Context: an optimization exercise on an open-source flow, tuned for small area. The choices shown serve that exercise and are no tape-out recipe.
At most, simulation tests tie the RTL to the original design; equivalence was not proved.
Power figures rest on the tool's default switching activity, not on a simulated workload.

## quadChannelCounter
module quadChannelCounter(
	input clock50Mhz,
	input init,
	input key_restart,
	output READ,
	output nCS,
	output nRESET,
	output nLDAC,
	output [1:0]dac_chn_out,
	output [11:0]dac_data_out,
	input  wire [7:0]host_addr,
	input  wire      host_addr_write,
	input  wire [7:0]host_wdata,
	input  wire      host_write,
	input  wire [31:0]host_wdata32,
	input  wire      host_write32,
	input  wire      host_start_step,
	output wire [7:0]host_rdata,
	output wire      stop_step,
	output wire [31:0]time_count,
	output wire [31:0]ch0_count,
	output wire [31:0]ch1_count,
	output wire [31:0]ch2_count,
	output wire [31:0]ch3_count,
	input [3:0]count
);
Size: about 250 I/O pins, about 22,000 sq um of cells after synthesis.
Settings: LEC_CHECK=0, CAP_MARGIN=20, CORE_MARGIN=2, CORE_UTILIZATION=50, PLACE_DENSITY=0.65, SLEW_MARGIN=20; clock period 10.0 ns.
standard.sh (not shown) runs the stock make flow with config.mk's settings and CLKGATE_MAP_FILE= SYNTH_SCRIPT=/design/flow/synth_recipe.tcl, a recipe that flattens the netlist after the stock synthesis.
==> flow/flow/run.sh <==
#!/bin/bash
# Layout flow: the standard ORFS layout (standard.sh) with three changes.
# 1. Synthesis runs synth_recipe.tcl behind the prelude flow/area_synth.tcl:
#    adders are left to ABC and ABC maps for area (flow/area.abc).
# 2. Port buffers use the smallest buffer cell, buf_1.
# 3. Clock-tree synthesis uses clkbuf_4 clusters and no dummy loads.
# Each tool's log is under orfs/logs/; make's output goes to standard_make.log.
set -euo pipefail
cd "$(dirname "$0")/.."
W=$PWD
{
	echo "set ::my_area_abc $W/flow/area.abc"
	cat flow/area_synth.tcl
	cat synth_recipe.tcl
} > area_synth_recipe.tcl
CTS="-sink_clustering_enable -repair_clock_nets -dont_use_dummy_load"
CTS="$CTS -buf_list sky130_fd_sc_hd__clkbuf_4"
CTS="$CTS -sink_clustering_size 10 -sink_clustering_max_diameter 30"
bash standard.sh \
	"SYNTH_SCRIPT=$W/area_synth_recipe.tcl" \
	"BUFFER_PORTS_ARGS=-buffer_cell sky130_fd_sc_hd__buf_1" \
	"CTS_ARGS=$CTS" \
	finish > standard_make.log 2>&1
==> flow/flow/area.abc <==
&get -n
&st
&dch -f
&nf -R 1000 -p -C 32 -F 8
&st
&dch -f
&nf -R 1000 -p -C 32 -F 8
&put
topo
==> flow/flow/area_synth.tcl <==
# Prelude to the standard flow's synthesis script (synth_recipe.tcl), which run.sh puts in
# front of it. Two changes to the standard synthesis, both after the registers
# are mapped, so the registers, their names and their cell types stay the same:
# - no half/full-adder extraction: ABC maps the adders with the other logic;
# - ABC runs an area-oriented script (flow/area.abc) instead of the speed one.
set ::env(ADDER_MAP_FILE) ""
proc abc {args} {
	set i [lsearch -exact $args -script]
	if {$i >= 0} {
		lset args [expr {$i + 1}] $::my_area_abc
	}
	yosys abc {*}$args
}
The baseline finished clean.
Edit:
==> flow/flow/run.sh (replaced) <==
#!/bin/bash
# Standard ORFS layout with two changes: port buffers use the smallest buffer
# cell, and clock-tree synthesis uses clkbuf_4 clusters without dummy loads.
set -euo pipefail
cd "$(dirname "$0")/.."
CTS="-sink_clustering_enable -repair_clock_nets -dont_use_dummy_load"
CTS="$CTS -buf_list sky130_fd_sc_hd__clkbuf_4"
CTS="$CTS -sink_clustering_size 10 -sink_clustering_max_diameter 30"
bash standard.sh \
	"BUFFER_PORTS_ARGS=-buffer_cell sky130_fd_sc_hd__buf_1" \
	"CTS_ARGS=$CTS" \
	finish > standard_make.log 2>&1
removed: flow/flow/area.abc
removed: flow/flow/area_synth.tcl
The changed run produced a clean layout.
Wire length went up by 2.5%.
Sequential power stays flat.
Die area went up by 13%.
Area after synthesis rose by 13%.
Power rises by 9.6%.
Clock skew increases by 0.024 ns.

========
quadChannelCounter, a different RTL version from the one above (not shown whole).
Size in the first run: about 3000 cells after synthesis, ~540 flip-flops, about 250 I/O pins, roughly 26000 um2 of cells after synthesis.
Settings: LEC_CHECK=0, CAP_MARGIN=20, CORE_MARGIN=2, CORE_UTILIZATION=40, CTS_BUF_LIST=sky130_fd_sc_hd__clkbuf_4, PLACE_DENSITY=0.6, SLEW_MARGIN=20; clock period 10.0 ns.
run.sh (not shown) runs the stock make flow with config.mk's settings and CLKGATE_MAP_FILE= SYNTH_SCRIPT=/design/flow/synth_recipe.tcl, a recipe that flattens the netlist after the stock synthesis.
Stock flow here: none of the scripts above is used.
The starting point went through all stages and came out clean.
Change:
- CTS_BUF_LIST: sky130_fd_sc_hd__clkbuf_4 -> not set
Outcome: The new run completed with no timing, DRC or antenna violations; global-route usage decreases by 0.54 points; setup slack gains 0.41 ns; clock-buffer cell count decreases by 139; total power increases by 3.0%; area after synthesis stays the same; register-to-register slack gains 0.12 ns.

========
06-17:
Another version of the RTL of quadChannelCounter (not shown whole).
Size: about 250 I/O pins, roughly 24000 um^2 of cells after synthesis.
Design quadChannelCounter, start of the top module:
module quadChannelCounter(
	input clock50Mhz,
	input init,
	input key_restart,
	output READ,
	output nCS,
	output nRESET,
	output nLDAC,
	output [1:0]dac_chn_out,
	output [11:0]dac_data_out,
	input  wire [7:0]host_addr,
	input  wire      host_addr_write,
	input  wire [7:0]host_wdata,
	input  wire      host_write,
	input  wire [31:0]host_wdata32,
	input  wire      host_write32,
	input  wire      host_start_step,
	output wire [7:0]host_rdata,
	output wire      stop_step,
	output wire [31:0]time_count,
	output wire [31:0]ch0_count,
	output wire [31:0]ch1_count,
	output wire [31:0]ch2_count,
	output wire [31:0]ch3_count,
	input [3:0]count
);
wire clk = clock50Mhz;
localparam [3:0] C_D0 = 4'd0, C_INIT0 = 4'd1,
                 C_R0 = 4'd2, C_R1 = 4'd3,
                 C_SW0 = 4'd4, C_SW1 = 4'd5,
                 C_S320 = 4'd6, C_S321 = 4'd7,
                 C_AD0 = 4'd8, C_AD1 = 4'd9;
reg [3:0] c_state;
reg [15:0] c_cnt;
reg reset_out;      
reg sw_out;         
reg sw_out32;       
reg [7:0] addr;
reg [7:0] wdata;
reg [15:0] wdata32;
wire c_cnt_nz = |c_cnt;
wire c_r1 = c_state == C_R1;
wire c_sw1 = c_state == C_SW1;
wire c_s321 = c_state == C_S321;
wire c_ad1 = c_state == C_AD1;
wire c_init0 = c_state == C_INIT0;
always @(posedge clk) begin
	case (c_state)
		C_D0: begin
  ...
export LEC_CHECK = 0
export CAP_MARGIN = 20
export CORE_MARGIN = 2
export CORE_UTILIZATION = 50
export PLACE_DENSITY = 0.65
export SLEW_MARGIN = 20
create_clock -name core_clock -period 10.0 [get_ports {clock50Mhz}]
standard.sh (not shown) runs the stock make flow with config.mk's settings and CLKGATE_MAP_FILE= SYNTH_SCRIPT=/design/flow/synth_recipe.tcl, a recipe that flattens the netlist after the stock synthesis.
==> flow/flow/run.sh <==
#!/bin/bash
# Standard ORFS layout with two changes: port buffers use the smallest buffer
# cell, and clock-tree synthesis uses clkbuf_4 clusters without dummy loads.
set -euo pipefail
cd "$(dirname "$0")/.."
CTS="-sink_clustering_enable -repair_clock_nets -dont_use_dummy_load"
CTS="$CTS -buf_list sky130_fd_sc_hd__clkbuf_4"
CTS="$CTS -sink_clustering_size 10 -sink_clustering_max_diameter 30"
bash standard.sh \
	"BUFFER_PORTS_ARGS=-buffer_cell sky130_fd_sc_hd__buf_1" \
	"CTS_ARGS=$CTS" \
	finish > standard_make.log 2>&1
The inputs of 12-16 differ from those of 06-17 as listed below.
diff --git a/flow/flow/run.sh b/flow/flow/run.sh
--- a/flow/flow/run.sh
+++ b/flow/flow/run.sh
@@ -8 +8 @@
-CTS="$CTS -sink_clustering_size 10 -sink_clustering_max_diameter 30"
+CTS="$CTS -sink_clustering_size 12 -sink_clustering_max_diameter 35"
==> notes.md <==
- 12-16 ends up with a relative area of clock buffers and inverters in the final design that is 0.38 points lower than in 06-17.
- 12-16 against 06-17: final area shrank by 110 um^2, sequential cell count of the final layout held steady.
No functional check of the RTL was part of any run of this note.

re-timing with driven ports:
The flow's constraints put no driver on any port. The routed layouts listed below were extracted and timed again, unchanged, in two steps.
Step 1 (the two cells are an assumption about what drives the block):
set clk [get_ports {clock50Mhz}]
set_driving_cell -lib_cell sky130_fd_sc_hd__clkbuf_16 $clk
set_driving_cell -lib_cell sky130_fd_sc_hd__buf_2 [delete_from_list [all_inputs] $clk]
Step 2 times the ports against the registers' clock, not the clock port: input delays grow and output delays shrink by t, the midpoint of the rising clock arrivals with the driver on.
a / b / c = ideal / step 1 / step 2; a / b = the first two.
| run | t (ns) | slack for setup (ns) | worst register clock-pin slew, ns |
|---|---|---|---|
| the first run of note 1 | 0.881 | 3.854 / 3.854 / 3.854 | 0.10 / 0.10 |
| the second run of note 1 | 0.902 | 3.238 / 3.238 / 3.238 | 0.11 / 0.11 |
| the first run of note 2 | 1.051 | 3.200 / 3.138 / 4.190 | 0.07 / 0.07 |
| the second run of note 2 | 0.696 | 3.610 / 3.541 / 4.237 | 0.07 / 0.07 |
| 06-17 | 0.924 | 3.260 / 3.260 / 3.260 | 0.10 / 0.10 |
| 12-16 | 0.877 | 3.281 / 3.281 / 3.281 | 0.12 / 0.12 |
After both steps setup and hold are still met in every run listed.
